This is an optimization exercise on Yosys and OpenROAD, whose aim is small area and a short achievable clock period, not a production implementation. Where RTL was checked, it was by simulation tests only, not by an equivalence proof against the original. For run 2, only the layout was checked, not whether the RTL still works. Power is estimated from default activity; no workload was simulated.

==> flow/design.v, too long to show whole: its modules and the start of the top module <==
// module systolic_2x2: 73 lines
// module pe: 33 lines
// module mul32_pipe: 1624 lines
// module pfx_add64pg: 454 lines
// module pfx_add65: 457 lines
// module pfx_add32x: 198 lines
module systolic_2x2 #(parameter DATA_TYPE = 3'b011) (
    input clk,
    input rst,
    input load_in,
    input [31:0] row_in_row0, row_in_row1,
    input [31:0] col_in_col0, col_in_col1,
    output [63:0] result_row00, result_row01, result_row10, result_row11,
    output carry_00, carry_01, carry_10, carry_11,
    output reg done,
    output reg valid_op
);
  // ...
==> flow/flow/run.sh <==
#!/bin/bash
# Own layout flow: the standard flow, except that synthesis keeps the prefix
# adder modules (pfx_add*) apart until the end and maps them with a
# delay-oriented ABC script. Everything else, including every register, is the
# standard synthesis; the design is flattened before it is written out.
set -euo pipefail
W=$(pwd)
F=$W/flow
KEEP="pfx_add32x pfx_add64pg pfx_add65"
# same make call as standard.sh, with our synthesis script in place of synth_recipe.tcl
sed -e "s#SYNTH_SCRIPT=[^ ]*synth_recipe.tcl#SYNTH_SCRIPT=$W/my_synth.tcl#" \
    -e "s#CLKGATE_MAP_FILE= #CLKGATE_MAP_FILE= 'SYNTH_KEEP_MODULES=$KEEP' #" standard.sh > my_standard.sh
grep -q "SYNTH_SCRIPT=$W/my_synth.tcl" my_standard.sh
grep -q "SYNTH_KEEP_MODULES=" my_standard.sh
sed "s#@FLOW_SYNTH@#$W/synth_recipe.tcl#" $F/my_synth.tcl.in > $W/my_synth.tcl
export MY_ABC_SCRIPT=$F/adder.abc
export MY_ABC_MODS="pfx_add*"
bash my_standard.sh synth > $W/synth.log 2>&1
bash standard.sh finish > $W/layout.log 2>&1
test -f out/final.def
==> flow/flow/adder.abc <==
strash
dch
map -D 1600
buffer -c
topo
upsize -c
dnsize -c
==> flow/flow/my_synth.tcl.in <==
# synth_recipe.tcl, with ABC run first on the adder modules with another script
proc abc {args} {
  set i [lsearch -exact $args -script]
  set fast $args
  lset fast [expr {$i + 1}] $::env(MY_ABC_SCRIPT)
  puts "own flow: abc with $::env(MY_ABC_SCRIPT) on $::env(MY_ABC_MODS)"
  yosys abc {*}$fast {*}$::env(MY_ABC_MODS)
  yosys abc {*}$args
}
source @FLOW_SYNTH@
==> flow/standard.sh <==
#!/bin/bash
# synth_recipe.tcl (not shown) runs the flow's synth.tcl, then flattens the netlist and writes it again
# the make line also repeats each setting of config.mk as NAME=value (left out here)
make -C /OpenROAD-flow-scripts/flow DESIGN_CONFIG=/design/flow/config.mk WORK_HOME=/design/flow/orfs CLKGATE_MAP_FILE= SYNTH_SCRIPT=/design/flow/synth_recipe.tcl "${@:-finish}"
==> flow/config.mk <==
export PLATFORM = sky130hd
export DESIGN_NAME = systolic_2x2
export DESIGN_NICKNAME = systolic_2x2
export VERILOG_FILES = /design/flow/design.v
export SDC_FILE = /design/flow/constraint.sdc
export NUM_CORES = 8
export LEC_CHECK = 0
export CAP_MARGIN = 20
export CELL_PAD_IN_SITES_DETAIL_PLACEMENT = 1
export CORE_MARGIN = 2
export CORE_UTILIZATION = 35
export CTS_CLUSTER_DIAMETER = 70
export CTS_CLUSTER_SIZE = 24
export PLACE_DENSITY = 0.5
export SETUP_SLACK_MARGIN = 2.2
export SLEW_MARGIN = 60
==> flow/constraint.sdc <==
create_clock -name core_clock -period 5.0 [get_ports {clk}]
set_input_delay 1.0000 -clock core_clock [delete_from_list [all_inputs] [get_ports {clk}]]
set_output_delay 1.0000 -clock core_clock [all_outputs]
set_load 0.01 [all_outputs]
==> results.py, run 1 <==
metrics = {
    "run_status": {
        "outcome": "finished clean",
    },
    "setup_path": {
        "cp_max_fo": 10,
        "rr_startpoint": "pe00.pe_result[16]",
        "startpoint_type": "flop",
    },
    "floorplan": {
        "ioPinCount": 393,
    },
    "grt": {
        "grt_usage": 0.194,
        "grt_pass1_vias": 168000,
        "grt_pass1_wl_mm": 1090,
    },
    "cts": {
        "insertion_delay_ps": 1080,
        "clock_path_buffers": 4,
    },
    "synth": {
        "yosys_warnings": 6,
    },
    "drt": {
        "routed.top_layer": "met5",
        "drtAntennaViolNets": 0,
        "viasPerCell": 5.10,
        "drt-met1-wl_mm": 317,
    },
    "timing": {
        "setup_viol": 0,
        "finalHoldViolations": 0,
        "final.setup.worst_slack_ps": 2250,
        "fmax_mhz": 364,
        "rsz0062_at_grt": "yes",
        "tightest_slew_ps": 647,
    },
    "pwr": {
        "power_leader": "registers",
        "p_int_mw": 89.7,
        "powerClk_mw": 40.0,
        "powerDensity_nw_per_um2": 460,
    },
    "cells_and_area": {
        "buffer_area_frac": 0.0336,
        "multiInputGateArea_um2": 101000,
        "design_area_um2": 287000,
        "layout_common_cells": "6021 x dfxtp_1, 2299 x inv_1, 1532 x xnor2_1, 1486 x nand2_1, 1272 x a22o_1",
        "buffers": 945,
    },
    "placement": {
        "finalWeightedCongestion": 0.862,
        "pre_cts_ws_ps": 1720,
        "io_buffers": 392,
    },
}
==> run 2: changes to the inputs <==
--- a/flow/design.v
+++ b/flow/design.v
@@ -1721,21 +1721,21 @@
     r2_fc386 <= fc386;
     r2_pp10_32 <= pp10_32;
     r2_pp10_33 <= pp10_33;
   end
   wire [63:0] rx = {fs571, fs501, fc672, fs671, fs569, fc670, fc668, fs667, fc666, fc664, fs663, fc662, fc660, fc658, fc656, fc654, fc652, fc650, fc648, fc646, fc644, fc642, fc640, fc638, fc636, fc634, fc632, fc630, fc628, fc626, fc624, fc622, fc620, fc618, fc616, fc614, fc612, fc610, fc608, fc606, fc604, fc602, fc600, fc598, fc596, fc594, fc592, fc590, fc588, fc586, fc584, fc582, fc580, fc578, fc576, fc574, fs573, fs503, fs387, r2_fs231, r2_fs1, r2_pp0_2, r2_pp0_1, r2_pp0_0};
   wire [63:0] ry = {1'b0, 1'b0, r2_fs385, 1'b0, 1'b0, fs499, fs669, 1'b0, fs567, fs665, 1'b0, fs565, fs661, fs659, fs657, fs655, fs653, fs651, fs649, fs647, fs645, fs643, fs641, fs639, fs637, fs635, fs633, fs631, fs629, fs627, fs625, fs623, fs621, fs619, fs617, fs615, fs613, fs611, fs609, fs607, fs605, fs603, fs601, fs599, fs597, fs595, fs593, fs591, fs589, fs587, fs585, fs583, fs581, fs579, fs577, fs575, 1'b0, 1'b0, 1'b0, 1'b0, 1'b0, 1'b0, 1'b0, r2_neg0};
   reg [63:0] qp, qg;
   always @(posedge clk) begin qp <= rx ^ ry; qg <= rx & ry; end
-  wire [64:0] cs;
+  wire [63:0] cs;
   pfx_add64pg cpa (.x(qp), .y(qg), .s(cs));
   always @(posedge clk) begin p <= cs[63:0]; pn <= ~cs[63:0]; end
 endmodule
-module pfx_add64pg (input [63:0] x, input [63:0] y, output [64:0] s);
+module pfx_add64pg (input [63:0] x, input [63:0] y, output [63:0] s);
   wire [63:0] p0 = x;
   wire [63:0] g0 = y;
   wire [63:0] t0 = x;
   wire gg1 = g0[1] | (p0[1] & g0[0]);
   wire pp1 = p0[1] & p0[0];
   wire gg2 = g0[3] | (p0[3] & g0[2]);
   wire pp2 = p0[3] & p0[2];
   wire gg3 = g0[5] | (p0[5] & g0[4]);
@@ -2177,474 +2177,679 @@
   assign s[56] = t0[56] ^ gg184;
   assign s[57] = t0[57] ^ gg185;
   assign s[58] = t0[58] ^ gg186;
   assign s[59] = t0[59] ^ gg187;
   assign s[60] = t0[60] ^ gg188;
   assign s[61] = t0[61] ^ gg189;
   assign s[62] = t0[62] ^ gg190;
   assign s[63] = t0[63] ^ gg191;
-  assign s[64] = gg192;
 endmodule
 module pfx_add65 (input [64:0] x, input [64:0] y, input [64:0] y2, output [65:0] s);
   wire [64:0] p0 = x | ~y2;
   wire [64:0] g0 = x & ~y2;
   wire [64:0] t0 = x ^ y;
   wire gg1 = g0[1] | (p0[1] & g0[0]);
-  wire pp1 = p0[1] & p0[0];
-  wire gg2 = g0[3] | (p0[3] & g0[2]);
-  wire pp2 = p0[3] & p0[2];
-  wire gg3 = g0[5] | (p0[5] & g0[4]);
-  wire pp3 = p0[5] & p0[4];
-  wire gg4 = g0[7] | (p0[7] & g0[6]);
-  wire pp4 = p0[7] & p0[6];
-  wire gg5 = g0[9] | (p0[9] & g0[8]);
-  wire pp5 = p0[9] & p0[8];
-  wire gg6 = g0[11] | (p0[11] & g0[10]);
-  wire pp6 = p0[11] & p0[10];
-  wire gg7 = g0[13] | (p0[13] & g0[12]);
-  wire pp7 = p0[13] & p0[12];
-  wire gg8 = g0[15] | (p0[15] & g0[14]);
-  wire pp8 = p0[15] & p0[14];
-  wire gg9 = g0[17] | (p0[17] & g0[16]);
-  wire pp9 = p0[17] & p0[16];
-  wire gg10 = g0[19] | (p0[19] & g0[18]);
-  wire pp10 = p0[19] & p0[18];
-  wire gg11 = g0[21] | (p0[21] & g0[20]);
-  wire pp11 = p0[21] & p0[20];
-  wire gg12 = g0[23] | (p0[23] & g0[22]);
-  wire pp12 = p0[23] & p0[22];
-  wire gg13 = g0[25] | (p0[25] & g0[24]);
-  wire pp13 = p0[25] & p0[24];
-  wire gg14 = g0[27] | (p0[27] & g0[26]);
-  wire pp14 = p0[27] & p0[26];
-  wire gg15 = g0[29] | (p0[29] & g0[28]);
-  wire pp15 = p0[29] & p0[28];
-  wire gg16 = g0[31] | (p0[31] & g0[30]);
-  wire pp16 = p0[31] & p0[30];
-  wire gg17 = g0[33] | (p0[33] & g0[32]);
-  wire pp17 = p0[33] & p0[32];
-  wire gg18 = g0[35] | (p0[35] & g0[34]);
-  wire pp18 = p0[35] & p0[34];
-  wire gg19 = g0[37] | (p0[37] & g0[36]);
-  wire pp19 = p0[37] & p0[36];
-  wire gg20 = g0[39] | (p0[39] & g0[38]);
-  wire pp20 = p0[39] & p0[38];
-  wire gg21 = g0[41] | (p0[41] & g0[40]);
-  wire pp21 = p0[41] & p0[40];
-  wire gg22 = g0[43] | (p0[43] & g0[42]);
-  wire pp22 = p0[43] & p0[42];
-  wire gg23 = g0[45] | (p0[45] & g0[44]);
-  wire pp23 = p0[45] & p0[44];
-  wire gg24 = g0[47] | (p0[47] & g0[46]);
-  wire pp24 = p0[47] & p0[46];
-  wire gg25 = g0[49] | (p0[49] & g0[48]);
-  wire pp25 = p0[49] & p0[48];
-  wire gg26 = g0[51] | (p0[51] & g0[50]);
-  wire pp26 = p0[51] & p0[50];
-  wire gg27 = g0[53] | (p0[53] & g0[52]);
-  wire pp27 = p0[53] & p0[52];
-  wire gg28 = g0[55] | (p0[55] & g0[54]);
-  wire pp28 = p0[55] & p0[54];
-  wire gg29 = g0[57] | (p0[57] & g0[56]);
-  wire pp29 = p0[57] & p0[56];
-  wire gg30 = g0[59] | (p0[59] & g0[58]);
-  wire pp30 = p0[59] & p0[58];
-  wire gg31 = g0[61] | (p0[61] & g0[60]);
-  wire pp31 = p0[61] & p0[60];
-  wire gg32 = g0[63] | (p0[63] & g0[62]);
-  wire pp32 = p0[63] & p0[62];
-  wire gg33 = g0[2] | (p0[2] & gg1);
-  wire pp33 = p0[2] & pp1;
-  wire gg34 = gg2 | (pp2 & gg1);
-  wire pp34 = pp2 & pp1;
-  wire gg35 = g0[6] | (p0[6] & gg3);
-  wire pp35 = p0[6] & pp3;
-  wire gg36 = gg4 | (pp4 & gg3);
-  wire pp36 = pp4 & pp3;
-  wire gg37 = g0[10] | (p0[10] & gg5);
-  wire pp37 = p0[10] & pp5;
-  wire gg38 = gg6 | (pp6 & gg5);
-  wire pp38 = pp6 & pp5;
-  wire gg39 = g0[14] | (p0[14] & gg7);
-  wire pp39 = p0[14] & pp7;
-  wire gg40 = gg8 | (pp8 & gg7);
-  wire pp40 = pp8 & pp7;
-  wire gg41 = g0[18] | (p0[18] & gg9);
-  wire pp41 = p0[18] & pp9;
-  wire gg42 = gg10 | (pp10 & gg9);
-  wire pp42 = pp10 & pp9;
-  wire gg43 = g0[22] | (p0[22] & gg11);
-  wire pp43 = p0[22] & pp11;
-  wire gg44 = gg12 | (pp12 & gg11);
-  wire pp44 = pp12 & pp11;
-  wire gg45 = g0[26] | (p0[26] & gg13);
-  wire pp45 = p0[26] & pp13;
-  wire gg46 = gg14 | (pp14 & gg13);
-  wire pp46 = pp14 & pp13;
-  wire gg47 = g0[30] | (p0[30] & gg15);
-  wire pp47 = p0[30] & pp15;
-  wire gg48 = gg16 | (pp16 & gg15);
-  wire pp48 = pp16 & pp15;
-  wire gg49 = g0[34] | (p0[34] & gg17);
-  wire pp49 = p0[34] & pp17;
-  wire gg50 = gg18 | (pp18 & gg17);
-  wire pp50 = pp18 & pp17;
-  wire gg51 = g0[38] | (p0[38] & gg19);
-  wire pp51 = p0[38] & pp19;
-  wire gg52 = gg20 | (pp20 & gg19);
-  wire pp52 = pp20 & pp19;
-  wire gg53 = g0[42] | (p0[42] & gg21);
-  wire pp53 = p0[42] & pp21;
-  wire gg54 = gg22 | (pp22 & gg21);
-  wire pp54 = pp22 & pp21;
-  wire gg55 = g0[46] | (p0[46] & gg23);
-  wire pp55 = p0[46] & pp23;
-  wire gg56 = gg24 | (pp24 & gg23);
-  wire pp56 = pp24 & pp23;
-  wire gg57 = g0[50] | (p0[50] & gg25);
-  wire pp57 = p0[50] & pp25;
-  wire gg58 = gg26 | (pp26 & gg25);
-  wire pp58 = pp26 & pp25;
-  wire gg59 = g0[54] | (p0[54] & gg27);
-  wire pp59 = p0[54] & pp27;
-  wire gg60 = gg28 | (pp28 & gg27);
-  wire pp60 = pp28 & pp27;
-  wire gg61 = g0[58] | (p0[58] & gg29);
-  wire pp61 = p0[58] & pp29;
-  wire gg62 = gg30 | (pp30 & gg29);
-  wire pp62 = pp30 & pp29;
-  wire gg63 = g0[62] | (p0[62] & gg31);
-  wire pp63 = p0[62] & pp31;
-  wire gg64 = gg32 | (pp32 & gg31);
-  wire pp64 = pp32 & pp31;
-  wire gg65 = g0[4] | (p0[4] & gg34);
-  wire pp65 = p0[4] & pp34;
-  wire gg66 = gg3 | (pp3 & gg34);
-  wire pp66 = pp3 & pp34;
-  wire gg67 = gg35 | (pp35 & gg34);
-  wire pp67 = pp35 & pp34;
-  wire gg68 = gg36 | (pp36 & gg34);
-  wire pp68 = pp36 & pp34;
-  wire gg69 = g0[12] | (p0[12] & gg38);
-  wire pp69 = p0[12] & pp38;
-  wire gg70 = gg7 | (pp7 & gg38);
-  wire pp70 = pp7 & pp38;
-  wire gg71 = gg39 | (pp39 & gg38);
-  wire pp71 = pp39 & pp38;
-  wire gg72 = gg40 | (pp40 & gg38);
-  wire pp72 = pp40 & pp38;
-  wire gg73 = g0[20] | (p0[20] & gg42);
-  wire pp73 = p0[20] & pp42;
-  wire gg74 = gg11 | (pp11 & gg42);
-  wire pp74 = pp11 & pp42;
-  wire gg75 = gg43 | (pp43 & gg42);
-  wire pp75 = pp43 & pp42;
-  wire gg76 = gg44 | (pp44 & gg42);
-  wire pp76 = pp44 & pp42;
-  wire gg77 = g0[28] | (p0[28] & gg46);
-  wire pp77 = p0[28] & pp46;
-  wire gg78 = gg15 | (pp15 & gg46);
-  wire pp78 = pp15 & pp46;
-  wire gg79 = gg47 | (pp47 & gg46);
-  wire pp79 = pp47 & pp46;
-  wire gg80 = gg48 | (pp48 & gg46);
-  wire pp80 = pp48 & pp46;
-  wire gg81 = g0[36] | (p0[36] & gg50);
-  wire pp81 = p0[36] & pp50;
-  wire gg82 = gg19 | (pp19 & gg50);
-  wire pp82 = pp19 & pp50;
-  wire gg83 = gg51 | (pp51 & gg50);
-  wire pp83 = pp51 & pp50;
-  wire gg84 = gg52 | (pp52 & gg50);
-  wire pp84 = pp52 & pp50;
-  wire gg85 = g0[44] | (p0[44] & gg54);
-  wire pp85 = p0[44] & pp54;
-  wire gg86 = gg23 | (pp23 & gg54);
-  wire pp86 = pp23 & pp54;
-  wire gg87 = gg55 | (pp55 & gg54);
-  wire pp87 = pp55 & pp54;
-  wire gg88 = gg56 | (pp56 & gg54);
-  wire pp88 = pp56 & pp54;
-  wire gg89 = g0[52] | (p0[52] & gg58);
-  wire pp89 = p0[52] & pp58;
-  wire gg90 = gg27 | (pp27 & gg58);
-  wire pp90 = pp27 & pp58;
-  wire gg91 = gg59 | (pp59 & gg58);
-  wire pp91 = pp59 & pp58;
-  wire gg92 = gg60 | (pp60 & gg58);
-  wire pp92 = pp60 & pp58;
-  wire gg93 = g0[60] | (p0[60] & gg62);
-  wire pp93 = p0[60] & pp62;
-  wire gg94 = gg31 | (pp31 & gg62);
-  wire pp94 = pp31 & pp62;
-  wire gg95 = gg63 | (pp63 & gg62);
-  wire pp95 = pp63 & pp62;
-  wire gg96 = gg64 | (pp64 & gg62);
-  wire pp96 = pp64 & pp62;
-  wire gg97 = g0[8] | (p0[8] & gg68);
-  wire pp97 = p0[8] & pp68;
-  wire gg98 = gg5 | (pp5 & gg68);
-  wire pp98 = pp5 & pp68;
-  wire gg99 = gg37 | (pp37 & gg68);
-  wire pp99 = pp37 & pp68;
-  wire gg100 = gg38 | (pp38 & gg68);
-  wire pp100 = pp38 & pp68;
-  wire gg101 = gg69 | (pp69 & gg68);
-  wire pp101 = pp69 & pp68;
-  wire gg102 = gg70 | (pp70 & gg68);
-  wire pp102 = pp70 & pp68;
-  wire gg103 = gg71 | (pp71 & gg68);
-  wire pp103 = pp71 & pp68;
-  wire gg104 = gg72 | (pp72 & gg68);
-  wire pp104 = pp72 & pp68;
-  wire gg105 = g0[24] | (p0[24] & gg76);
-  wire pp105 = p0[24] & pp76;
-  wire gg106 = gg13 | (pp13 & gg76);
-  wire pp106 = pp13 & pp76;
-  wire gg107 = gg45 | (pp45 & gg76);
-  wire pp107 = pp45 & pp76;
-  wire gg108 = gg46 | (pp46 & gg76);
-  wire pp108 = pp46 & pp76;
-  wire gg109 = gg77 | (pp77 & gg76);
-  wire pp109 = pp77 & pp76;
-  wire gg110 = gg78 | (pp78 & gg76);
-  wire pp110 = pp78 & pp76;
-  wire gg111 = gg79 | (pp79 & gg76);
-  wire pp111 = pp79 & pp76;
-  wire gg112 = gg80 | (pp80 & gg76);
-  wire pp112 = pp80 & pp76;
-  wire gg113 = g0[40] | (p0[40] & gg84);
-  wire pp113 = p0[40] & pp84;
-  wire gg114 = gg21 | (pp21 & gg84);
-  wire pp114 = pp21 & pp84;
-  wire gg115 = gg53 | (pp53 & gg84);
-  wire pp115 = pp53 & pp84;
-  wire gg116 = gg54 | (pp54 & gg84);
-  wire pp116 = pp54 & pp84;
-  wire gg117 = gg85 | (pp85 & gg84);
-  wire pp117 = pp85 & pp84;
-  wire gg118 = gg86 | (pp86 & gg84);
-  wire pp118 = pp86 & pp84;
-  wire gg119 = gg87 | (pp87 & gg84);
-  wire pp119 = pp87 & pp84;
-  wire gg120 = gg88 | (pp88 & gg84);
-  wire pp120 = pp88 & pp84;
-  wire gg121 = g0[56] | (p0[56] & gg92);
-  wire pp121 = p0[56] & pp92;
-  wire gg122 = gg29 | (pp29 & gg92);
-  wire pp122 = pp29 & pp92;
-  wire gg123 = gg61 | (pp61 & gg92);
-  wire pp123 = pp61 & pp92;
-  wire gg124 = gg62 | (pp62 & gg92);
-  wire pp124 = pp62 & pp92;
-  wire gg125 = gg93 | (pp93 & gg92);
-  wire pp125 = pp93 & pp92;
-  wire gg126 = gg94 | (pp94 & gg92);
-  wire pp126 = pp94 & pp92;
-  wire gg127 = gg95 | (pp95 & gg92);
-  wire pp127 = pp95 & pp92;
-  wire gg128 = gg96 | (pp96 & gg92);
-  wire pp128 = pp96 & pp92;
-  wire gg129 = g0[16] | (p0[16] & gg104);
-  wire pp129 = p0[16] & pp104;
-  wire gg130 = gg9 | (pp9 & gg104);
-  wire pp130 = pp9 & pp104;
-  wire gg131 = gg41 | (pp41 & gg104);
-  wire pp131 = pp41 & pp104;
-  wire gg132 = gg42 | (pp42 & gg104);
-  wire pp132 = pp42 & pp104;
-  wire gg133 = gg73 | (pp73 & gg104);
-  wire pp133 = pp73 & pp104;
-  wire gg134 = gg74 | (pp74 & gg104);
-  wire pp134 = pp74 & pp104;
-  wire gg135 = gg75 | (pp75 & gg104);
-  wire pp135 = pp75 & pp104;
-  wire gg136 = gg76 | (pp76 & gg104);
-  wire pp136 = pp76 & pp104;
-  wire gg137 = gg105 | (pp105 & gg104);
-  wire pp137 = pp105 & pp104;
-  wire gg138 = gg106 | (pp106 & gg104);
-  wire pp138 = pp106 & pp104;
-  wire gg139 = gg107 | (pp107 & gg104);
-  wire pp139 = pp107 & pp104;
-  wire gg140 = gg108 | (pp108 & gg104);
-  wire pp140 = pp108 & pp104;
-  wire gg141 = gg109 | (pp109 & gg104);
-  wire pp141 = pp109 & pp104;
-  wire gg142 = gg110 | (pp110 & gg104);
-  wire pp142 = pp110 & pp104;
-  wire gg143 = gg111 | (pp111 & gg104);
-  wire pp143 = pp111 & pp104;
-  wire gg144 = gg112 | (pp112 & gg104);
-  wire pp144 = pp112 & pp104;
-  wire gg145 = g0[48] | (p0[48] & gg120);
-  wire pp145 = p0[48] & pp120;
-  wire gg146 = gg25 | (pp25 & gg120);
-  wire pp146 = pp25 & pp120;
-  wire gg147 = gg57 | (pp57 & gg120);
-  wire pp147 = pp57 & pp120;
-  wire gg148 = gg58 | (pp58 & gg120);
-  wire pp148 = pp58 & pp120;
-  wire gg149 = gg89 | (pp89 & gg120);
-  wire pp149 = pp89 & pp120;
-  wire gg150 = gg90 | (pp90 & gg120);
-  wire pp150 = pp90 & pp120;
-  wire gg151 = gg91 | (pp91 & gg120);
-  wire pp151 = pp91 & pp120;
-  wire gg152 = gg92 | (pp92 & gg120);
-  wire pp152 = pp92 & pp120;
-  wire gg153 = gg121 | (pp121 & gg120);
-  wire pp153 = pp121 & pp120;
-  wire gg154 = gg122 | (pp122 & gg120);
-  wire pp154 = pp122 & pp120;
-  wire gg155 = gg123 | (pp123 & gg120);
-  wire pp155 = pp123 & pp120;
-  wire gg156 = gg124 | (pp124 & gg120);
-  wire pp156 = pp124 & pp120;
-  wire gg157 = gg125 | (pp125 & gg120);
-  wire pp157 = pp125 & pp120;
-  wire gg158 = gg126 | (pp126 & gg120);
-  wire pp158 = pp126 & pp120;
-  wire gg159 = gg127 | (pp127 & gg120);
-  wire pp159 = pp127 & pp120;
-  wire gg160 = gg128 | (pp128 & gg120);
-  wire pp160 = pp128 & pp120;
-  wire gg161 = g0[32] | (p0[32] & gg144);
-  wire pp161 = p0[32] & pp144;
-  wire gg162 = gg17 | (pp17 & gg144);
-  wire pp162 = pp17 & pp144;
-  wire gg163 = gg49 | (pp49 & gg144);
-  wire pp163 = pp49 & pp144;
-  wire gg164 = gg50 | (pp50 & gg144);
-  wire pp164 = pp50 & pp144;
-  wire gg165 = gg81 | (pp81 & gg144);
-  wire pp165 = pp81 & pp144;
-  wire gg166 = gg82 | (pp82 & gg144);
-  wire pp166 = pp82 & pp144;
-  wire gg167 = gg83 | (pp83 & gg144);
-  wire pp167 = pp83 & pp144;
-  wire gg168 = gg84 | (pp84 & gg144);
-  wire pp168 = pp84 & pp144;
-  wire gg169 = gg113 | (pp113 & gg144);
-  wire pp169 = pp113 & pp144;
-  wire gg170 = gg114 | (pp114 & gg144);
-  wire pp170 = pp114 & pp144;
-  wire gg171 = gg115 | (pp115 & gg144);
-  wire pp171 = pp115 & pp144;
-  wire gg172 = gg116 | (pp116 & gg144);
-  wire pp172 = pp116 & pp144;
-  wire gg173 = gg117 | (pp117 & gg144);
-  wire pp173 = pp117 & pp144;
-  wire gg174 = gg118 | (pp118 & gg144);
-  wire pp174 = pp118 & pp144;
-  wire gg175 = gg119 | (pp119 & gg144);
-  wire pp175 = pp119 & pp144;
-  wire gg176 = gg120 | (pp120 & gg144);
-  wire pp176 = pp120 & pp144;
-  wire gg177 = gg145 | (pp145 & gg144);
-  wire pp177 = pp145 & pp144;
-  wire gg178 = gg146 | (pp146 & gg144);
-  wire pp178 = pp146 & pp144;
-  wire gg179 = gg147 | (pp147 & gg144);
-  wire pp179 = pp147 & pp144;
-  wire gg180 = gg148 | (pp148 & gg144);
-  wire pp180 = pp148 & pp144;
-  wire gg181 = gg149 | (pp149 & gg144);
-  wire pp181 = pp149 & pp144;
-  wire gg182 = gg150 | (pp150 & gg144);
-  wire pp182 = pp150 & pp144;
-  wire gg183 = gg151 | (pp151 & gg144);
-  wire pp183 = pp151 & pp144;
-  wire gg184 = gg152 | (pp152 & gg144);
-  wire pp184 = pp152 & pp144;
-  wire gg185 = gg153 | (pp153 & gg144);
-  wire pp185 = pp153 & pp144;
-  wire gg186 = gg154 | (pp154 & gg144);
-  wire pp186 = pp154 & pp144;
-  wire gg187 = gg155 | (pp155 & gg144);
-  wire pp187 = pp155 & pp144;
-  wire gg188 = gg156 | (pp156 & gg144);
-  wire pp188 = pp156 & pp144;
-  wire gg189 = gg157 | (pp157 & gg144);
-  wire pp189 = pp157 & pp144;
-  wire gg190 = gg158 | (pp158 & gg144);
-  wire pp190 = pp158 & pp144;
-  wire gg191 = gg159 | (pp159 & gg144);
-  wire pp191 = pp159 & pp144;
-  wire gg192 = gg160 | (pp160 & gg144);
-  wire pp192 = pp160 & pp144;
-  wire gg193 = g0[64] | (p0[64] & gg192);
-  wire pp193 = p0[64] & pp192;
+  wire gg2 = g0[2] | (p0[2] & g0[1]);
+  wire pp2 = p0[2] & p0[1];
+  wire gg3 = g0[3] | (p0[3] & g0[2]);
+  wire pp3 = p0[3] & p0[2];
+  wire gg4 = g0[4] | (p0[4] & g0[3]);
+  wire pp4 = p0[4] & p0[3];
+  wire gg5 = g0[5] | (p0[5] & g0[4]);
+  wire pp5 = p0[5] & p0[4];
+  wire gg6 = g0[6] | (p0[6] & g0[5]);
+  wire pp6 = p0[6] & p0[5];
+  wire gg7 = g0[7] | (p0[7] & g0[6]);
+  wire pp7 = p0[7] & p0[6];
+  wire gg8 = g0[8] | (p0[8] & g0[7]);
+  wire pp8 = p0[8] & p0[7];
+  wire gg9 = g0[9] | (p0[9] & g0[8]);
+  wire pp9 = p0[9] & p0[8];
+  wire gg10 = g0[10] | (p0[10] & g0[9]);
+  wire pp10 = p0[10] & p0[9];
+  wire gg11 = g0[11] | (p0[11] & g0[10]);
+  wire pp11 = p0[11] & p0[10];
+  wire gg12 = g0[12] | (p0[12] & g0[11]);
+  wire pp12 = p0[12] & p0[11];
+  wire gg13 = g0[13] | (p0[13] & g0[12]);
+  wire pp13 = p0[13] & p0[12];
+  wire gg14 = g0[14] | (p0[14] & g0[13]);
+  wire pp14 = p0[14] & p0[13];
+  wire gg15 = g0[15] | (p0[15] & g0[14]);
+  wire pp15 = p0[15] & p0[14];
+  wire gg16 = g0[16] | (p0[16] & g0[15]);
+  wire pp16 = p0[16] & p0[15];
+  wire gg17 = g0[17] | (p0[17] & g0[16]);
+  wire pp17 = p0[17] & p0[16];
+  wire gg18 = g0[18] | (p0[18] & g0[17]);
+  wire pp18 = p0[18] & p0[17];
+  wire gg19 = g0[19] | (p0[19] & g0[18]);
+  wire pp19 = p0[19] & p0[18];
+  wire gg20 = g0[20] | (p0[20] & g0[19]);
+  wire pp20 = p0[20] & p0[19];
+  wire gg21 = g0[21] | (p0[21] & g0[20]);
+  wire pp21 = p0[21] & p0[20];
+  wire gg22 = g0[22] | (p0[22] & g0[21]);
+  wire pp22 = p0[22] & p0[21];
+  wire gg23 = g0[23] | (p0[23] & g0[22]);
+  wire pp23 = p0[23] & p0[22];
+  wire gg24 = g0[24] | (p0[24] & g0[23]);
+  wire pp24 = p0[24] & p0[23];
+  wire gg25 = g0[25] | (p0[25] & g0[24]);
+  wire pp25 = p0[25] & p0[24];
+  wire gg26 = g0[26] | (p0[26] & g0[25]);
+  wire pp26 = p0[26] & p0[25];
+  wire gg27 = g0[27] | (p0[27] & g0[26]);
+  wire pp27 = p0[27] & p0[26];
+  wire gg28 = g0[28] | (p0[28] & g0[27]);
+  wire pp28 = p0[28] & p0[27];
+  wire gg29 = g0[29] | (p0[29] & g0[28]);
+  wire pp29 = p0[29] & p0[28];
+  wire gg30 = g0[30] | (p0[30] & g0[29]);
+  wire pp30 = p0[30] & p0[29];
+  wire gg31 = g0[31] | (p0[31] & g0[30]);
+  wire pp31 = p0[31] & p0[30];
+  wire gg32 = g0[32] | (p0[32] & g0[31]);
+  wire pp32 = p0[32] & p0[31];
+  wire gg33 = g0[33] | (p0[33] & g0[32]);
+  wire pp33 = p0[33] & p0[32];
+  wire gg34 = g0[34] | (p0[34] & g0[33]);
+  wire pp34 = p0[34] & p0[33];
+  wire gg35 = g0[35] | (p0[35] & g0[34]);
+  wire pp35 = p0[35] & p0[34];
+  wire gg36 = g0[36] | (p0[36] & g0[35]);
+  wire pp36 = p0[36] & p0[35];
+  wire gg37 = g0[37] | (p0[37] & g0[36]);
+  wire pp37 = p0[37] & p0[36];
+  wire gg38 = g0[38] | (p0[38] & g0[37]);
+  wire pp38 = p0[38] & p0[37];
+  wire gg39 = g0[39] | (p0[39] & g0[38]);
+  wire pp39 = p0[39] & p0[38];
+  wire gg40 = g0[40] | (p0[40] & g0[39]);
+  wire pp40 = p0[40] & p0[39];
+  wire gg41 = g0[41] | (p0[41] & g0[40]);
+  wire pp41 = p0[41] & p0[40];
+  wire gg42 = g0[42] | (p0[42] & g0[41]);
+  wire pp42 = p0[42] & p0[41];
+  wire gg43 = g0[43] | (p0[43] & g0[42]);
+  wire pp43 = p0[43] & p0[42];
+  wire gg44 = g0[44] | (p0[44] & g0[43]);
+  wire pp44 = p0[44] & p0[43];
+  wire gg45 = g0[45] | (p0[45] & g0[44]);
+  wire pp45 = p0[45] & p0[44];
+  wire gg46 = g0[46] | (p0[46] & g0[45]);
+  wire pp46 = p0[46] & p0[45];
+  wire gg47 = g0[47] | (p0[47] & g0[46]);
+  wire pp47 = p0[47] & p0[46];
+  wire gg48 = g0[48] | (p0[48] & g0[47]);
+  wire pp48 = p0[48] & p0[47];
+  wire gg49 = g0[49] | (p0[49] & g0[48]);
+  wire pp49 = p0[49] & p0[48];
+  wire gg50 = g0[50] | (p0[50] & g0[49]);
+  wire pp50 = p0[50] & p0[49];
+  wire gg51 = g0[51] | (p0[51] & g0[50]);
+  wire pp51 = p0[51] & p0[50];
+  wire gg52 = g0[52] | (p0[52] & g0[51]);
+  wire pp52 = p0[52] & p0[51];
+  wire gg53 = g0[53] | (p0[53] & g0[52]);
+  wire pp53 = p0[53] & p0[52];
+  wire gg54 = g0[54] | (p0[54] & g0[53]);
+  wire pp54 = p0[54] & p0[53];
+  wire gg55 = g0[55] | (p0[55] & g0[54]);
+  wire pp55 = p0[55] & p0[54];
+  wire gg56 = g0[56] | (p0[56] & g0[55]);
+  wire pp56 = p0[56] & p0[55];
+  wire gg57 = g0[57] | (p0[57] & g0[56]);
+  wire pp57 = p0[57] & p0[56];
+  wire gg58 = g0[58] | (p0[58] & g0[57]);
+  wire pp58 = p0[58] & p0[57];
+  wire gg59 = g0[59] | (p0[59] & g0[58]);
+  wire pp59 = p0[59] & p0[58];
+  wire gg60 = g0[60] | (p0[60] & g0[59]);
+  wire pp60 = p0[60] & p0[59];
+  wire gg61 = g0[61] | (p0[61] & g0[60]);
+  wire pp61 = p0[61] & p0[60];
+  wire gg62 = g0[62] | (p0[62] & g0[61]);
+  wire pp62 = p0[62] & p0[61];
+  wire gg63 = g0[63] | (p0[63] & g0[62]);
+  wire pp63 = p0[63] & p0[62];
+  wire gg64 = g0[64] | (p0[64] & g0[63]);
+  wire pp64 = p0[64] & p0[63];
+  wire gg65 = gg2 | (pp2 & g0[0]);
+  wire gg66 = gg3 | (pp3 & gg1);
+  wire gg67 = gg4 | (pp4 & gg2);
+  wire pp67 = pp4 & pp2;
+  wire gg68 = gg5 | (pp5 & gg3);
+  wire pp68 = pp5 & pp3;
+  wire gg69 = gg6 | (pp6 & gg4);
+  wire pp69 = pp6 & pp4;
+  wire gg70 = gg7 | (pp7 & gg5);
+  wire pp70 = pp7 & pp5;
+  wire gg71 = gg8 | (pp8 & gg6);
+  wire pp71 = pp8 & pp6;
+  wire gg72 = gg9 | (pp9 & gg7);
+  wire pp72 = pp9 & pp7;
+  wire gg73 = gg10 | (pp10 & gg8);
+  wire pp73 = pp10 & pp8;
+  wire gg74 = gg11 | (pp11 & gg9);
+  wire pp74 = pp11 & pp9;
+  wire gg75 = gg12 | (pp12 & gg10);
+  wire pp75 = pp12 & pp10;
+  wire gg76 = gg13 | (pp13 & gg11);
+  wire pp76 = pp13 & pp11;
+  wire gg77 = gg14 | (pp14 & gg12);
+  wire pp77 = pp14 & pp12;
+  wire gg78 = gg15 | (pp15 & gg13);
+  wire pp78 = pp15 & pp13;
+  wire gg79 = gg16 | (pp16 & gg14);
+  wire pp79 = pp16 & pp14;
+  wire gg80 = gg17 | (pp17 & gg15);
+  wire pp80 = pp17 & pp15;
+  wire gg81 = gg18 | (pp18 & gg16);
+  wire pp81 = pp18 & pp16;
+  wire gg82 = gg19 | (pp19 & gg17);
+  wire pp82 = pp19 & pp17;
+  wire gg83 = gg20 | (pp20 & gg18);
+  wire pp83 = pp20 & pp18;
+  wire gg84 = gg21 | (pp21 & gg19);
+  wire pp84 = pp21 & pp19;
+  wire gg85 = gg22 | (pp22 & gg20);
+  wire pp85 = pp22 & pp20;
+  wire gg86 = gg23 | (pp23 & gg21);
+  wire pp86 = pp23 & pp21;
+  wire gg87 = gg24 | (pp24 & gg22);
+  wire pp87 = pp24 & pp22;
+  wire gg88 = gg25 | (pp25 & gg23);
+  wire pp88 = pp25 & pp23;
+  wire gg89 = gg26 | (pp26 & gg24);
+  wire pp89 = pp26 & pp24;
+  wire gg90 = gg27 | (pp27 & gg25);
+  wire pp90 = pp27 & pp25;
+  wire gg91 = gg28 | (pp28 & gg26);
+  wire pp91 = pp28 & pp26;
+  wire gg92 = gg29 | (pp29 & gg27);
+  wire pp92 = pp29 & pp27;
+  wire gg93 = gg30 | (pp30 & gg28);
+  wire pp93 = pp30 & pp28;
+  wire gg94 = gg31 | (pp31 & gg29);
+  wire pp94 = pp31 & pp29;
+  wire gg95 = gg32 | (pp32 & gg30);
+  wire pp95 = pp32 & pp30;
+  wire gg96 = gg33 | (pp33 & gg31);
+  wire pp96 = pp33 & pp31;
+  wire gg97 = gg34 | (pp34 & gg32);
+  wire pp97 = pp34 & pp32;
+  wire gg98 = gg35 | (pp35 & gg33);
+  wire pp98 = pp35 & pp33;
+  wire gg99 = gg36 | (pp36 & gg34);
+  wire pp99 = pp36 & pp34;
+  wire gg100 = gg37 | (pp37 & gg35);
+  wire pp100 = pp37 & pp35;
+  wire gg101 = gg38 | (pp38 & gg36);
+  wire pp101 = pp38 & pp36;
+  wire gg102 = gg39 | (pp39 & gg37);
+  wire pp102 = pp39 & pp37;
+  wire gg103 = gg40 | (pp40 & gg38);
+  wire pp103 = pp40 & pp38;
+  wire gg104 = gg41 | (pp41 & gg39);
+  wire pp104 = pp41 & pp39;
+  wire gg105 = gg42 | (pp42 & gg40);
+  wire pp105 = pp42 & pp40;
+  wire gg106 = gg43 | (pp43 & gg41);
+  wire pp106 = pp43 & pp41;
+  wire gg107 = gg44 | (pp44 & gg42);
+  wire pp107 = pp44 & pp42;
+  wire gg108 = gg45 | (pp45 & gg43);
+  wire pp108 = pp45 & pp43;
+  wire gg109 = gg46 | (pp46 & gg44);
+  wire pp109 = pp46 & pp44;
+  wire gg110 = gg47 | (pp47 & gg45);
+  wire pp110 = pp47 & pp45;
+  wire gg111 = gg48 | (pp48 & gg46);
+  wire pp111 = pp48 & pp46;
+  wire gg112 = gg49 | (pp49 & gg47);
+  wire pp112 = pp49 & pp47;
+  wire gg113 = gg50 | (pp50 & gg48);
+  wire pp113 = pp50 & pp48;
+  wire gg114 = gg51 | (pp51 & gg49);
+  wire pp114 = pp51 & pp49;
+  wire gg115 = gg52 | (pp52 & gg50);
+  wire pp115 = pp52 & pp50;
+  wire gg116 = gg53 | (pp53 & gg51);
+  wire pp116 = pp53 & pp51;
+  wire gg117 = gg54 | (pp54 & gg52);
+  wire pp117 = pp54 & pp52;
+  wire gg118 = gg55 | (pp55 & gg53);
+  wire pp118 = pp55 & pp53;
+  wire gg119 = gg56 | (pp56 & gg54);
+  wire pp119 = pp56 & pp54;
+  wire gg120 = gg57 | (pp57 & gg55);
+  wire pp120 = pp57 & pp55;
+  wire gg121 = gg58 | (pp58 & gg56);
+  wire pp121 = pp58 & pp56;
+  wire gg122 = gg59 | (pp59 & gg57);
+  wire pp122 = pp59 & pp57;
+  wire gg123 = gg60 | (pp60 & gg58);
+  wire pp123 = pp60 & pp58;
+  wire gg124 = gg61 | (pp61 & gg59);
+  wire pp124 = pp61 & pp59;
+  wire gg125 = gg62 | (pp62 & gg60);
+  wire pp125 = pp62 & pp60;
+  wire gg126 = gg63 | (pp63 & gg61);
+  wire pp126 = pp63 & pp61;
+  wire gg127 = gg64 | (pp64 & gg62);
+  wire pp127 = pp64 & pp62;
+  wire gg128 = gg67 | (pp67 & g0[0]);
+  wire gg129 = gg68 | (pp68 & gg1);
+  wire gg130 = gg69 | (pp69 & gg65);
+  wire gg131 = gg70 | (pp70 & gg66);
+  wire gg132 = gg71 | (pp71 & gg67);
+  wire pp132 = pp71 & pp67;
+  wire gg133 = gg72 | (pp72 & gg68);
+  wire pp133 = pp72 & pp68;
+  wire gg134 = gg73 | (pp73 & gg69);
+  wire pp134 = pp73 & pp69;
+  wire gg135 = gg74 | (pp74 & gg70);
+  wire pp135 = pp74 & pp70;
+  wire gg136 = gg75 | (pp75 & gg71);
+  wire pp136 = pp75 & pp71;
+  wire gg137 = gg76 | (pp76 & gg72);
+  wire pp137 = pp76 & pp72;
+  wire gg138 = gg77 | (pp77 & gg73);
+  wire pp138 = pp77 & pp73;
+  wire gg139 = gg78 | (pp78 & gg74);
+  wire pp139 = pp78 & pp74;
+  wire gg140 = gg79 | (pp79 & gg75);
+  wire pp140 = pp79 & pp75;
+  wire gg141 = gg80 | (pp80 & gg76);
+  wire pp141 = pp80 & pp76;
+  wire gg142 = gg81 | (pp81 & gg77);
+  wire pp142 = pp81 & pp77;
+  wire gg143 = gg82 | (pp82 & gg78);
+  wire pp143 = pp82 & pp78;
+  wire gg144 = gg83 | (pp83 & gg79);
+  wire pp144 = pp83 & pp79;
+  wire gg145 = gg84 | (pp84 & gg80);
+  wire pp145 = pp84 & pp80;
+  wire gg146 = gg85 | (pp85 & gg81);
+  wire pp146 = pp85 & pp81;
+  wire gg147 = gg86 | (pp86 & gg82);
+  wire pp147 = pp86 & pp82;
+  wire gg148 = gg87 | (pp87 & gg83);
+  wire pp148 = pp87 & pp83;
+  wire gg149 = gg88 | (pp88 & gg84);
+  wire pp149 = pp88 & pp84;
+  wire gg150 = gg89 | (pp89 & gg85);
+  wire pp150 = pp89 & pp85;
+  wire gg151 = gg90 | (pp90 & gg86);
+  wire pp151 = pp90 & pp86;
+  wire gg152 = gg91 | (pp91 & gg87);
+  wire pp152 = pp91 & pp87;
+  wire gg153 = gg92 | (pp92 & gg88);
+  wire pp153 = pp92 & pp88;
+  wire gg154 = gg93 | (pp93 & gg89);
+  wire pp154 = pp93 & pp89;
+  wire gg155 = gg94 | (pp94 & gg90);
+  wire pp155 = pp94 & pp90;
+  wire gg156 = gg95 | (pp95 & gg91);
+  wire pp156 = pp95 & pp91;
+  wire gg157 = gg96 | (pp96 & gg92);
+  wire pp157 = pp96 & pp92;
+  wire gg158 = gg97 | (pp97 & gg93);
+  wire pp158 = pp97 & pp93;
+  wire gg159 = gg98 | (pp98 & gg94);
+  wire pp159 = pp98 & pp94;
+  wire gg160 = gg99 | (pp99 & gg95);
+  wire pp160 = pp99 & pp95;
+  wire gg161 = gg100 | (pp100 & gg96);
+  wire pp161 = pp100 & pp96;
+  wire gg162 = gg101 | (pp101 & gg97);
+  wire pp162 = pp101 & pp97;
+  wire gg163 = gg102 | (pp102 & gg98);
+  wire pp163 = pp102 & pp98;
+  wire gg164 = gg103 | (pp103 & gg99);
+  wire pp164 = pp103 & pp99;
+  wire gg165 = gg104 | (pp104 & gg100);
+  wire pp165 = pp104 & pp100;
+  wire gg166 = gg105 | (pp105 & gg101);
+  wire pp166 = pp105 & pp101;
+  wire gg167 = gg106 | (pp106 & gg102);
+  wire pp167 = pp106 & pp102;
+  wire gg168 = gg107 | (pp107 & gg103);
+  wire pp168 = pp107 & pp103;
+  wire gg169 = gg108 | (pp108 & gg104);
+  wire pp169 = pp108 & pp104;
+  wire gg170 = gg109 | (pp109 & gg105);
+  wire pp170 = pp109 & pp105;
+  wire gg171 = gg110 | (pp110 & gg106);
+  wire pp171 = pp110 & pp106;
+  wire gg172 = gg111 | (pp111 & gg107);
+  wire pp172 = pp111 & pp107;
+  wire gg173 = gg112 | (pp112 & gg108);
+  wire pp173 = pp112 & pp108;
+  wire gg174 = gg113 | (pp113 & gg109);
+  wire pp174 = pp113 & pp109;
+  wire gg175 = gg114 | (pp114 & gg110);
+  wire pp175 = pp114 & pp110;
+  wire gg176 = gg115 | (pp115 & gg111);
+  wire pp176 = pp115 & pp111;
+  wire gg177 = gg116 | (pp116 & gg112);
+  wire pp177 = pp116 & pp112;
+  wire gg178 = gg117 | (pp117 & gg113);
+  wire pp178 = pp117 & pp113;
+  wire gg179 = gg118 | (pp118 & gg114);
+  wire pp179 = pp118 & pp114;
+  wire gg180 = gg119 | (pp119 & gg115);
+  wire pp180 = pp119 & pp115;
+  wire gg181 = gg120 | (pp120 & gg116);
+  wire pp181 = pp120 & pp116;
+  wire gg182 = gg121 | (pp121 & gg117);
+  wire pp182 = pp121 & pp117;
+  wire gg183 = gg122 | (pp122 & gg118);
+  wire pp183 = pp122 & pp118;
+  wire gg184 = gg123 | (pp123 & gg119);
+  wire pp184 = pp123 & pp119;
+  wire gg185 = gg124 | (pp124 & gg120);
+  wire pp185 = pp124 & pp120;
+  wire gg186 = gg125 | (pp125 & gg121);
+  wire pp186 = pp125 & pp121;
+  wire gg187 = gg126 | (pp126 & gg122);
+  wire pp187 = pp126 & pp122;
+  wire gg188 = gg127 | (pp127 & gg123);
+  wire pp188 = pp127 & pp123;
+  wire gg189 = gg132 | (pp132 & g0[0]);
+  wire gg190 = gg133 | (pp133 & gg1);
+  wire gg191 = gg134 | (pp134 & gg65);
+  wire gg192 = gg135 | (pp135 & gg66);
+  wire gg193 = gg136 | (pp136 & gg128);
+  wire gg194 = gg137 | (pp137 & gg129);
+  wire gg195 = gg138 | (pp138 & gg130);
+  wire gg196 = gg139 | (pp139 & gg131);
+  wire gg197 = gg140 | (pp140 & gg132);
+  wire pp197 = pp140 & pp132;
+  wire gg198 = gg141 | (pp141 & gg133);
+  wire pp198 = pp141 & pp133;
+  wire gg199 = gg142 | (pp142 & gg134);
+  wire pp199 = pp142 & pp134;
+  wire gg200 = gg143 | (pp143 & gg135);
+  wire pp200 = pp143 & pp135;
+  wire gg201 = gg144 | (pp144 & gg136);
+  wire pp201 = pp144 & pp136;
+  wire gg202 = gg145 | (pp145 & gg137);
+  wire pp202 = pp145 & pp137;
+  wire gg203 = gg146 | (pp146 & gg138);
+  wire pp203 = pp146 & pp138;
+  wire gg204 = gg147 | (pp147 & gg139);
+  wire pp204 = pp147 & pp139;
+  wire gg205 = gg148 | (pp148 & gg140);
+  wire pp205 = pp148 & pp140;
+  wire gg206 = gg149 | (pp149 & gg141);
+  wire pp206 = pp149 & pp141;
+  wire gg207 = gg150 | (pp150 & gg142);
+  wire pp207 = pp150 & pp142;
+  wire gg208 = gg151 | (pp151 & gg143);
+  wire pp208 = pp151 & pp143;
+  wire gg209 = gg152 | (pp152 & gg144);
+  wire pp209 = pp152 & pp144;
+  wire gg210 = gg153 | (pp153 & gg145);
+  wire pp210 = pp153 & pp145;
+  wire gg211 = gg154 | (pp154 & gg146);
+  wire pp211 = pp154 & pp146;
+  wire gg212 = gg155 | (pp155 & gg147);
+  wire pp212 = pp155 & pp147;
+  wire gg213 = gg156 | (pp156 & gg148);
+  wire pp213 = pp156 & pp148;
+  wire gg214 = gg157 | (pp157 & gg149);
+  wire pp214 = pp157 & pp149;
+  wire gg215 = gg158 | (pp158 & gg150);
+  wire pp215 = pp158 & pp150;
+  wire gg216 = gg159 | (pp159 & gg151);
+  wire pp216 = pp159 & pp151;
+  wire gg217 = gg160 | (pp160 & gg152);
+  wire pp217 = pp160 & pp152;
+  wire gg218 = gg161 | (pp161 & gg153);
+  wire pp218 = pp161 & pp153;
+  wire gg219 = gg162 | (pp162 & gg154);
+  wire pp219 = pp162 & pp154;
+  wire gg220 = gg163 | (pp163 & gg155);
+  wire pp220 = pp163 & pp155;
+  wire gg221 = gg164 | (pp164 & gg156);
+  wire pp221 = pp164 & pp156;
+  wire gg222 = gg165 | (pp165 & gg157);
+  wire pp222 = pp165 & pp157;
+  wire gg223 = gg166 | (pp166 & gg158);
+  wire pp223 = pp166 & pp158;
+  wire gg224 = gg167 | (pp167 & gg159);
+  wire pp224 = pp167 & pp159;
+  wire gg225 = gg168 | (pp168 & gg160);
+  wire pp225 = pp168 & pp160;
+  wire gg226 = gg169 | (pp169 & gg161);
+  wire pp226 = pp169 & pp161;
+  wire gg227 = gg170 | (pp170 & gg162);
+  wire pp227 = pp170 & pp162;
+  wire gg228 = gg171 | (pp171 & gg163);
+  wire pp228 = pp171 & pp163;
+  wire gg229 = gg172 | (pp172 & gg164);
+  wire pp229 = pp172 & pp164;
+  wire gg230 = gg173 | (pp173 & gg165);
+  wire pp230 = pp173 & pp165;
+  wire gg231 = gg174 | (pp174 & gg166);
+  wire pp231 = pp174 & pp166;
+  wire gg232 = gg175 | (pp175 & gg167);
+  wire pp232 = pp175 & pp167;
+  wire gg233 = gg176 | (pp176 & gg168);
+  wire pp233 = pp176 & pp168;
+  wire gg234 = gg177 | (pp177 & gg169);
+  wire pp234 = pp177 & pp169;
+  wire gg235 = gg178 | (pp178 & gg170);
+  wire pp235 = pp178 & pp170;
+  wire gg236 = gg179 | (pp179 & gg171);
+  wire pp236 = pp179 & pp171;
+  wire gg237 = gg180 | (pp180 & gg172);
+  wire pp237 = pp180 & pp172;
+  wire gg238 = gg181 | (pp181 & gg173);
+  wire pp238 = pp181 & pp173;
+  wire gg239 = gg182 | (pp182 & gg174);
+  wire pp239 = pp182 & pp174;
+  wire gg240 = gg183 | (pp183 & gg175);
+  wire pp240 = pp183 & pp175;
+  wire gg241 = gg184 | (pp184 & gg176);
+  wire pp241 = pp184 & pp176;
+  wire gg242 = gg185 | (pp185 & gg177);
+  wire pp242 = pp185 & pp177;
+  wire gg243 = gg186 | (pp186 & gg178);
+  wire pp243 = pp186 & pp178;
+  wire gg244 = gg187 | (pp187 & gg179);
+  wire pp244 = pp187 & pp179;
+  wire gg245 = gg188 | (pp188 & gg180);
+  wire pp245 = pp188 & pp180;
+  wire gg246 = gg197 | (pp197 & g0[0]);
+  wire gg247 = gg198 | (pp198 & gg1);
+  wire gg248 = gg199 | (pp199 & gg65);
+  wire gg249 = gg200 | (pp200 & gg66);
+  wire gg250 = gg201 | (pp201 & gg128);
+  wire gg251 = gg202 | (pp202 & gg129);
+  wire gg252 = gg203 | (pp203 & gg130);
+  wire gg253 = gg204 | (pp204 & gg131);
+  wire gg254 = gg205 | (pp205 & gg189);
+  wire gg255 = gg206 | (pp206 & gg190);
+  wire gg256 = gg207 | (pp207 & gg191);
+  wire gg257 = gg208 | (pp208 & gg192);
+  wire gg258 = gg209 | (pp209 & gg193);
+  wire gg259 = gg210 | (pp210 & gg194);
+  wire gg260 = gg211 | (pp211 & gg195);
+  wire gg261 = gg212 | (pp212 & gg196);
+  wire gg262 = gg213 | (pp213 & gg197);
+  wire pp262 = pp213 & pp197;
+  wire gg263 = gg214 | (pp214 & gg198);
+  wire pp263 = pp214 & pp198;
+  wire gg264 = gg215 | (pp215 & gg199);
+  wire pp264 = pp215 & pp199;
+  wire gg265 = gg216 | (pp216 & gg200);
+  wire pp265 = pp216 & pp200;
+  wire gg266 = gg217 | (pp217 & gg201);
+  wire pp266 = pp217 & pp201;
+  wire gg267 = gg218 | (pp218 & gg202);
+  wire pp267 = pp218 & pp202;
+  wire gg268 = gg219 | (pp219 & gg203);
+  wire pp268 = pp219 & pp203;
+  wire gg269 = gg220 | (pp220 & gg204);
+  wire pp269 = pp220 & pp204;
+  wire gg270 = gg221 | (pp221 & gg205);
+  wire pp270 = pp221 & pp205;
+  wire gg271 = gg222 | (pp222 & gg206);
+  wire pp271 = pp222 & pp206;
+  wire gg272 = gg223 | (pp223 & gg207);
+  wire pp272 = pp223 & pp207;
+  wire gg273 = gg224 | (pp224 & gg208);
+  wire pp273 = pp224 & pp208;
+  wire gg274 = gg225 | (pp225 & gg209);
+  wire pp274 = pp225 & pp209;
+  wire gg275 = gg226 | (pp226 & gg210);
+  wire pp275 = pp226 & pp210;
+  wire gg276 = gg227 | (pp227 & gg211);
+  wire pp276 = pp227 & pp211;
+  wire gg277 = gg228 | (pp228 & gg212);
+  wire pp277 = pp228 & pp212;
+  wire gg278 = gg229 | (pp229 & gg213);
+  wire pp278 = pp229 & pp213;
+  wire gg279 = gg230 | (pp230 & gg214);
+  wire pp279 = pp230 & pp214;
+  wire gg280 = gg231 | (pp231 & gg215);
+  wire pp280 = pp231 & pp215;
+  wire gg281 = gg232 | (pp232 & gg216);
+  wire pp281 = pp232 & pp216;
+  wire gg282 = gg233 | (pp233 & gg217);
+  wire pp282 = pp233 & pp217;
+  wire gg283 = gg234 | (pp234 & gg218);
+  wire pp283 = pp234 & pp218;
+  wire gg284 = gg235 | (pp235 & gg219);
+  wire pp284 = pp235 & pp219;
+  wire gg285 = gg236 | (pp236 & gg220);
+  wire pp285 = pp236 & pp220;
+  wire gg286 = gg237 | (pp237 & gg221);
+  wire pp286 = pp237 & pp221;
+  wire gg287 = gg238 | (pp238 & gg222);
+  wire pp287 = pp238 & pp222;
+  wire gg288 = gg239 | (pp239 & gg223);
+  wire pp288 = pp239 & pp223;
+  wire gg289 = gg240 | (pp240 & gg224);
+  wire pp289 = pp240 & pp224;
+  wire gg290 = gg241 | (pp241 & gg225);
+  wire pp290 = pp241 & pp225;
+  wire gg291 = gg242 | (pp242 & gg226);
+  wire pp291 = pp242 & pp226;
+  wire gg292 = gg243 | (pp243 & gg227);
+  wire pp292 = pp243 & pp227;
+  wire gg293 = gg244 | (pp244 & gg228);
+  wire pp293 = pp244 & pp228;
+  wire gg294 = gg245 | (pp245 & gg229);
+  wire pp294 = pp245 & pp229;
+  wire gg295 = gg262 | (pp262 & g0[0]);
+  wire gg296 = gg263 | (pp263 & gg1);
+  wire gg297 = gg264 | (pp264 & gg65);
+  wire gg298 = gg265 | (pp265 & gg66);
+  wire gg299 = gg266 | (pp266 & gg128);
+  wire gg300 = gg267 | (pp267 & gg129);
+  wire gg301 = gg268 | (pp268 & gg130);
+  wire gg302 = gg269 | (pp269 & gg131);
+  wire gg303 = gg270 | (pp270 & gg189);
+  wire gg304 = gg271 | (pp271 & gg190);
+  wire gg305 = gg272 | (pp272 & gg191);
+  wire gg306 = gg273 | (pp273 & gg192);
+  wire gg307 = gg274 | (pp274 & gg193);
+  wire gg308 = gg275 | (pp275 & gg194);
+  wire gg309 = gg276 | (pp276 & gg195);
+  wire gg310 = gg277 | (pp277 & gg196);
+  wire gg311 = gg278 | (pp278 & gg246);
+  wire gg312 = gg279 | (pp279 & gg247);
+  wire gg313 = gg280 | (pp280 & gg248);
+  wire gg314 = gg281 | (pp281 & gg249);
+  wire gg315 = gg282 | (pp282 & gg250);
+  wire gg316 = gg283 | (pp283 & gg251);
+  wire gg317 = gg284 | (pp284 & gg252);
+  wire gg318 = gg285 | (pp285 & gg253);
+  wire gg319 = gg286 | (pp286 & gg254);
+  wire gg320 = gg287 | (pp287 & gg255);
+  wire gg321 = gg288 | (pp288 & gg256);
+  wire gg322 = gg289 | (pp289 & gg257);
+  wire gg323 = gg290 | (pp290 & gg258);
+  wire gg324 = gg291 | (pp291 & gg259);
+  wire gg325 = gg292 | (pp292 & gg260);
+  wire gg326 = gg293 | (pp293 & gg261);
+  wire gg327 = gg294 | (pp294 & gg262);
+  wire pp327 = pp294 & pp262;
+  wire gg328 = gg327 | (pp327 & g0[0]);
   assign s[0] = t0[0];
   assign s[1] = t0[1] ^ g0[0];
   assign s[2] = t0[2] ^ gg1;
-  assign s[3] = t0[3] ^ gg33;
-  assign s[4] = t0[4] ^ gg34;
-  assign s[5] = t0[5] ^ gg65;
-  assign s[6] = t0[6] ^ gg66;
-  assign s[7] = t0[7] ^ gg67;
-  assign s[8] = t0[8] ^ gg68;
-  assign s[9] = t0[9] ^ gg97;
-  assign s[10] = t0[10] ^ gg98;
-  assign s[11] = t0[11] ^ gg99;
-  assign s[12] = t0[12] ^ gg100;
-  assign s[13] = t0[13] ^ gg101;
-  assign s[14] = t0[14] ^ gg102;
-  assign s[15] = t0[15] ^ gg103;
-  assign s[16] = t0[16] ^ gg104;
-  assign s[17] = t0[17] ^ gg129;
-  assign s[18] = t0[18] ^ gg130;
-  assign s[19] = t0[19] ^ gg131;
-  assign s[20] = t0[20] ^ gg132;
-  assign s[21] = t0[21] ^ gg133;
-  assign s[22] = t0[22] ^ gg134;
-  assign s[23] = t0[23] ^ gg135;
-  assign s[24] = t0[24] ^ gg136;
-  assign s[25] = t0[25] ^ gg137;
-  assign s[26] = t0[26] ^ gg138;
-  assign s[27] = t0[27] ^ gg139;
-  assign s[28] = t0[28] ^ gg140;
-  assign s[29] = t0[29] ^ gg141;
-  assign s[30] = t0[30] ^ gg142;
-  assign s[31] = t0[31] ^ gg143;
-  assign s[32] = t0[32] ^ gg144;
-  assign s[33] = t0[33] ^ gg161;
-  assign s[34] = t0[34] ^ gg162;
-  assign s[35] = t0[35] ^ gg163;
-  assign s[36] = t0[36] ^ gg164;
-  assign s[37] = t0[37] ^ gg165;
-  assign s[38] = t0[38] ^ gg166;
-  assign s[39] = t0[39] ^ gg167;
-  assign s[40] = t0[40] ^ gg168;
-  assign s[41] = t0[41] ^ gg169;
-  assign s[42] = t0[42] ^ gg170;
-  assign s[43] = t0[43] ^ gg171;
-  assign s[44] = t0[44] ^ gg172;
-  assign s[45] = t0[45] ^ gg173;
-  assign s[46] = t0[46] ^ gg174;
-  assign s[47] = t0[47] ^ gg175;
-  assign s[48] = t0[48] ^ gg176;
-  assign s[49] = t0[49] ^ gg177;
-  assign s[50] = t0[50] ^ gg178;
-  assign s[51] = t0[51] ^ gg179;
-  assign s[52] = t0[52] ^ gg180;
-  assign s[53] = t0[53] ^ gg181;
-  assign s[54] = t0[54] ^ gg182;
-  assign s[55] = t0[55] ^ gg183;
-  assign s[56] = t0[56] ^ gg184;
-  assign s[57] = t0[57] ^ gg185;
-  assign s[58] = t0[58] ^ gg186;
-  assign s[59] = t0[59] ^ gg187;
-  assign s[60] = t0[60] ^ gg188;
-  assign s[61] = t0[61] ^ gg189;
-  assign s[62] = t0[62] ^ gg190;
-  assign s[63] = t0[63] ^ gg191;
-  assign s[64] = t0[64] ^ gg192;
-  assign s[65] = gg193;
+  assign s[3] = t0[3] ^ gg65;
+  assign s[4] = t0[4] ^ gg66;
+  assign s[5] = t0[5] ^ gg128;
+  assign s[6] = t0[6] ^ gg129;
+  assign s[7] = t0[7] ^ gg130;
+  assign s[8] = t0[8] ^ gg131;
+  assign s[9] = t0[9] ^ gg189;
+  assign s[10] = t0[10] ^ gg190;
+  assign s[11] = t0[11] ^ gg191;
+  assign s[12] = t0[12] ^ gg192;
+  assign s[13] = t0[13] ^ gg193;
+  assign s[14] = t0[14] ^ gg194;
+  assign s[15] = t0[15] ^ gg195;
+  assign s[16] = t0[16] ^ gg196;
+  assign s[17] = t0[17] ^ gg246;
+  assign s[18] = t0[18] ^ gg247;
+  assign s[19] = t0[19] ^ gg248;
+  assign s[20] = t0[20] ^ gg249;
+  assign s[21] = t0[21] ^ gg250;
+  assign s[22] = t0[22] ^ gg251;
+  assign s[23] = t0[23] ^ gg252;
+  assign s[24] = t0[24] ^ gg253;
+  assign s[25] = t0[25] ^ gg254;
+  assign s[26] = t0[26] ^ gg255;
+  assign s[27] = t0[27] ^ gg256;
+  assign s[28] = t0[28] ^ gg257;
+  assign s[29] = t0[29] ^ gg258;
+  assign s[30] = t0[30] ^ gg259;
+  assign s[31] = t0[31] ^ gg260;
+  assign s[32] = t0[32] ^ gg261;
+  assign s[33] = t0[33] ^ gg295;
+  assign s[34] = t0[34] ^ gg296;
+  assign s[35] = t0[35] ^ gg297;
+  assign s[36] = t0[36] ^ gg298;
+  assign s[37] = t0[37] ^ gg299;
+  assign s[38] = t0[38] ^ gg300;
+  assign s[39] = t0[39] ^ gg301;
+  assign s[40] = t0[40] ^ gg302;
+  assign s[41] = t0[41] ^ gg303;
+  assign s[42] = t0[42] ^ gg304;
+  assign s[43] = t0[43] ^ gg305;
+  assign s[44] = t0[44] ^ gg306;
+  assign s[45] = t0[45] ^ gg307;
+  assign s[46] = t0[46] ^ gg308;
+  assign s[47] = t0[47] ^ gg309;
+  assign s[48] = t0[48] ^ gg310;
+  assign s[49] = t0[49] ^ gg311;
+  assign s[50] = t0[50] ^ gg312;
+  assign s[51] = t0[51] ^ gg313;
+  assign s[52] = t0[52] ^ gg314;
+  assign s[53] = t0[53] ^ gg315;
+  assign s[54] = t0[54] ^ gg316;
+  assign s[55] = t0[55] ^ gg317;
+  assign s[56] = t0[56] ^ gg318;
+  assign s[57] = t0[57] ^ gg319;
+  assign s[58] = t0[58] ^ gg320;
+  assign s[59] = t0[59] ^ gg321;
+  assign s[60] = t0[60] ^ gg322;
+  assign s[61] = t0[61] ^ gg323;
+  assign s[62] = t0[62] ^ gg324;
+  assign s[63] = t0[63] ^ gg325;
+  assign s[64] = t0[64] ^ gg326;
+  assign s[65] = gg328;
 endmodule
 module pfx_add32x (input [31:0] x, input [31:0] y, output [32:0] s);
   wire [31:0] p0 = x ^ y;
   wire [31:0] g0 = x & y;
   wire [31:0] t0 = p0;
   wire gg1 = g0[1] | (p0[1] & g0[0]);
   wire pp1 = p0[1] & p0[0];
   wire gg2 = g0[3] | (p0[3] & g0[2]);
==> run 2 against run 1 <==
Against the previous run: sequential share of layout area decreased by 1.1 points; synthesized area increased by 2.5%; final area increased by 2.4%; synthesized cell count increased by 6.1%; highest routed layer unchanged; still clean; global-route usage increased by 1.4 points.
==> results.py, run 2 <==
metrics = {
    "setup_path": {
        "rr_startpoint": "pe01.pe_result[33]",
        "cp_max_fo": 4,
        "startpoint_type": "flop",
        "reg2reg_depth": 12,
        "r2r-end": "pe01.pe_result[58]",
        "worstSetupPathType": "flop to flop",
        "cp.required_ps": 5980,
        "critPathCaptureType": "flop",
        "critPathArrivalTime_ps": 3780,
        "r2r_setup_slack_ps": 2200,
    },
    "timing": {
        "setup_viol": 0,
        "tightest_slew_ps": 690,
        "final.setup.worst_slack_ps": 2200,
        "finalHoldViolations": 0,
        "skew_ps": 112,
        "fmax_mhz": 358,
        "rsz0062_at_grt": "yes",
        "finalCritPeriodShare": 0.559,
        "tns_ps": 0,
        "slew_violations": 0,
        "slew_headroom": 0.536,
        "fin_crit_ps": 2800,
    },
    "placement": {
        "io_buffers": 392,
        "finalWeightedCongestion": 0.890,
        "dp_hpwl_mm": 556,
        "pre_cts_ws_ps": 1820,
    },
    "cells_and_area": {
        "area_growth_pct": 13.1,
        "layout-drive-gt1-share": 0.138,
        "layout_commonest_cell": "dfxtp_1",
        "final_util": 0.397,
        "layout_common_cells": "6009 x dfxtp_1, 2581 x inv_1, 1725 x nand2_1, 1527 x xnor2_1, 1272 x a22o_1",
        "layout.nets": 25200,
    },
    "worst_hold_path": {
        "min_path_type": "input port to flop",
        "hold_start": "rst",
        "hold_depth": 2,
        "hold_path_end": "pe00.pe_result[64]",
    },
    "cts": {
        "cts-root-buf": "clkbuf_16",
        "ctsHoldBuffers": 0,
        "cts_tree": "yes",
        "cts_htree_levels": 5,
        "numCtsBuffers": 464,
        "clkSinkCount": 6822,
        "path_clk_slew_ps": 90,
        "insertion_delay_ps": 1100,
        "clock_path_buffers": 4,
    },
    "floorplan": {
        "die_x_um": 865,
        "num_rows": 316,
        "dieArea_um2": 749000,
        "floorplan.initialDensity": 0.351,
        "ioPinCount": 393,
        "die_h_um": 865,
        "core_um2": 740000,
    },
    "drt": {
        "drtAntennaViolNets": 0,
        "vias": 172000,
        "viasPerCell": 5.13,
        "routedWlPerCell_um": 24.0,
        "drt-total-wl_mm": 805,
        "drc": 0,
        "drt-initial-drc-count": 14300,
        "drt_pass1_iterations": 7,
    },
    "run_status": {
        "outcome": "finished clean",
    },
    "pwr": {
        "p_leak_nw": 118,
        "vdd_drop_max_mv": 0.357,
        "powerDensity_nw_per_um2": 456,
    },
    "grt": {
        "grt_overflow_total": 0,
        "grt_pass1_vias": 180000,
        "grt_usage": 0.208,
        "antenna_found_initial": 24,
        "grt_max_degree": 86,
        "grt_pass1_wl_mm": 1190,
    },
    "job": {
        "maxCapViolations": 0,
    },
    "synth": {
        "yosys_warnings": 6,
        "postSynthCellCount": 23500,
        "netlist_area_um2": 260000,
        "syn_area_per_cell_um2": 11.1,
    },
}
## run 2: where the power goes
part           internal [mW]  total [mW]  switching [mW]  leakage, nW
sequential              60.0        65.1            5.11         56.7
clock                   19.1        40.9            21.8         7.82
combinational           11.1        27.8            16.7         53.2
## run 2: cell type report
| type | count | area (µm²) |
|---|---|---|
| diodes | 12 | 30.0 |
| clock buffers | 522 | 12100 |
| clock inverters | 279 | 4210 |
| fillers | 79400 | 446000 |
| inverters | 2659 | 10000 |
| multi-input cells | 12500 | 106000 |
| flip-flops and latches | 6822 | 140000 |
| well taps | 9858 | 12300 |
| repair buffers | 939 | 9190 |
## run 2: per-stage QoR
stage | area [µm²] | hold slack [ps] | instances | power (mW)
after floorplan | 260000 | 310 | 23500 | 81.8
after global placement | 271000 | 310 | 32500 | 93.2
after detailed placement | 274000 | 313 | 32500 | 94.1
after CTS | 291000 | 70.2 | 33500 | 136
after global routing | 294000 | 120 | 33600 | 142
final | 294000 | 227 | 33600 | 134
## run 2: worst max-delay path, stage by stage, from the launching register on
cell and delay [ps]:
dfxtp_2 350, inv_1 70, nor2_1 50, o21ai_0 250, o21ai_0 260, a21oi_1 460, o21ai_0 350, a21oi_1 240
o31ai_1 110, a21oi_2 210, xor2_1 180, nand2_1 70, a21oi_1 140
## run 2: worst max path at each step
| stage | start | endpoint | slack, ps | depth (start not counted) |
|---|---|---|---|---|
| global placement | pe11.pe_result[40] | pe11.pe_result[64] | 1630 | 11 |
| finish | pe01.pe_result[33] | pe01.pe_result[58] | 2200 | 12 |
| CTS | pe10.pe_result[64] | carry_10 | 2070 | 1 |
| floorplan | pe11.mul.ta[13] | pe11.mul.r2_fs271 | 2600 | 9 |
| global route | pe01.pe_result[48] | pe01.pe_result[64] | 2060 | 14 |
| detailed placement | pe01.pe_result[18] | pe01.pe_result[57] | 1820 | 13 |
## run 2: layer usage
metal,global-route usage,wire length (µm)
met2,0.338,364000
met1,0.273,344000
met5,0,61
met3,0.0404,58300
met4,0.0835,37700
## run 2: repair_timing
action,in CTS,in global routing
setup endpoints to repair,366,222
setup buffers,138,50
gates resized for setup,1533,186
cloned,0,1
pin swaps,6,40
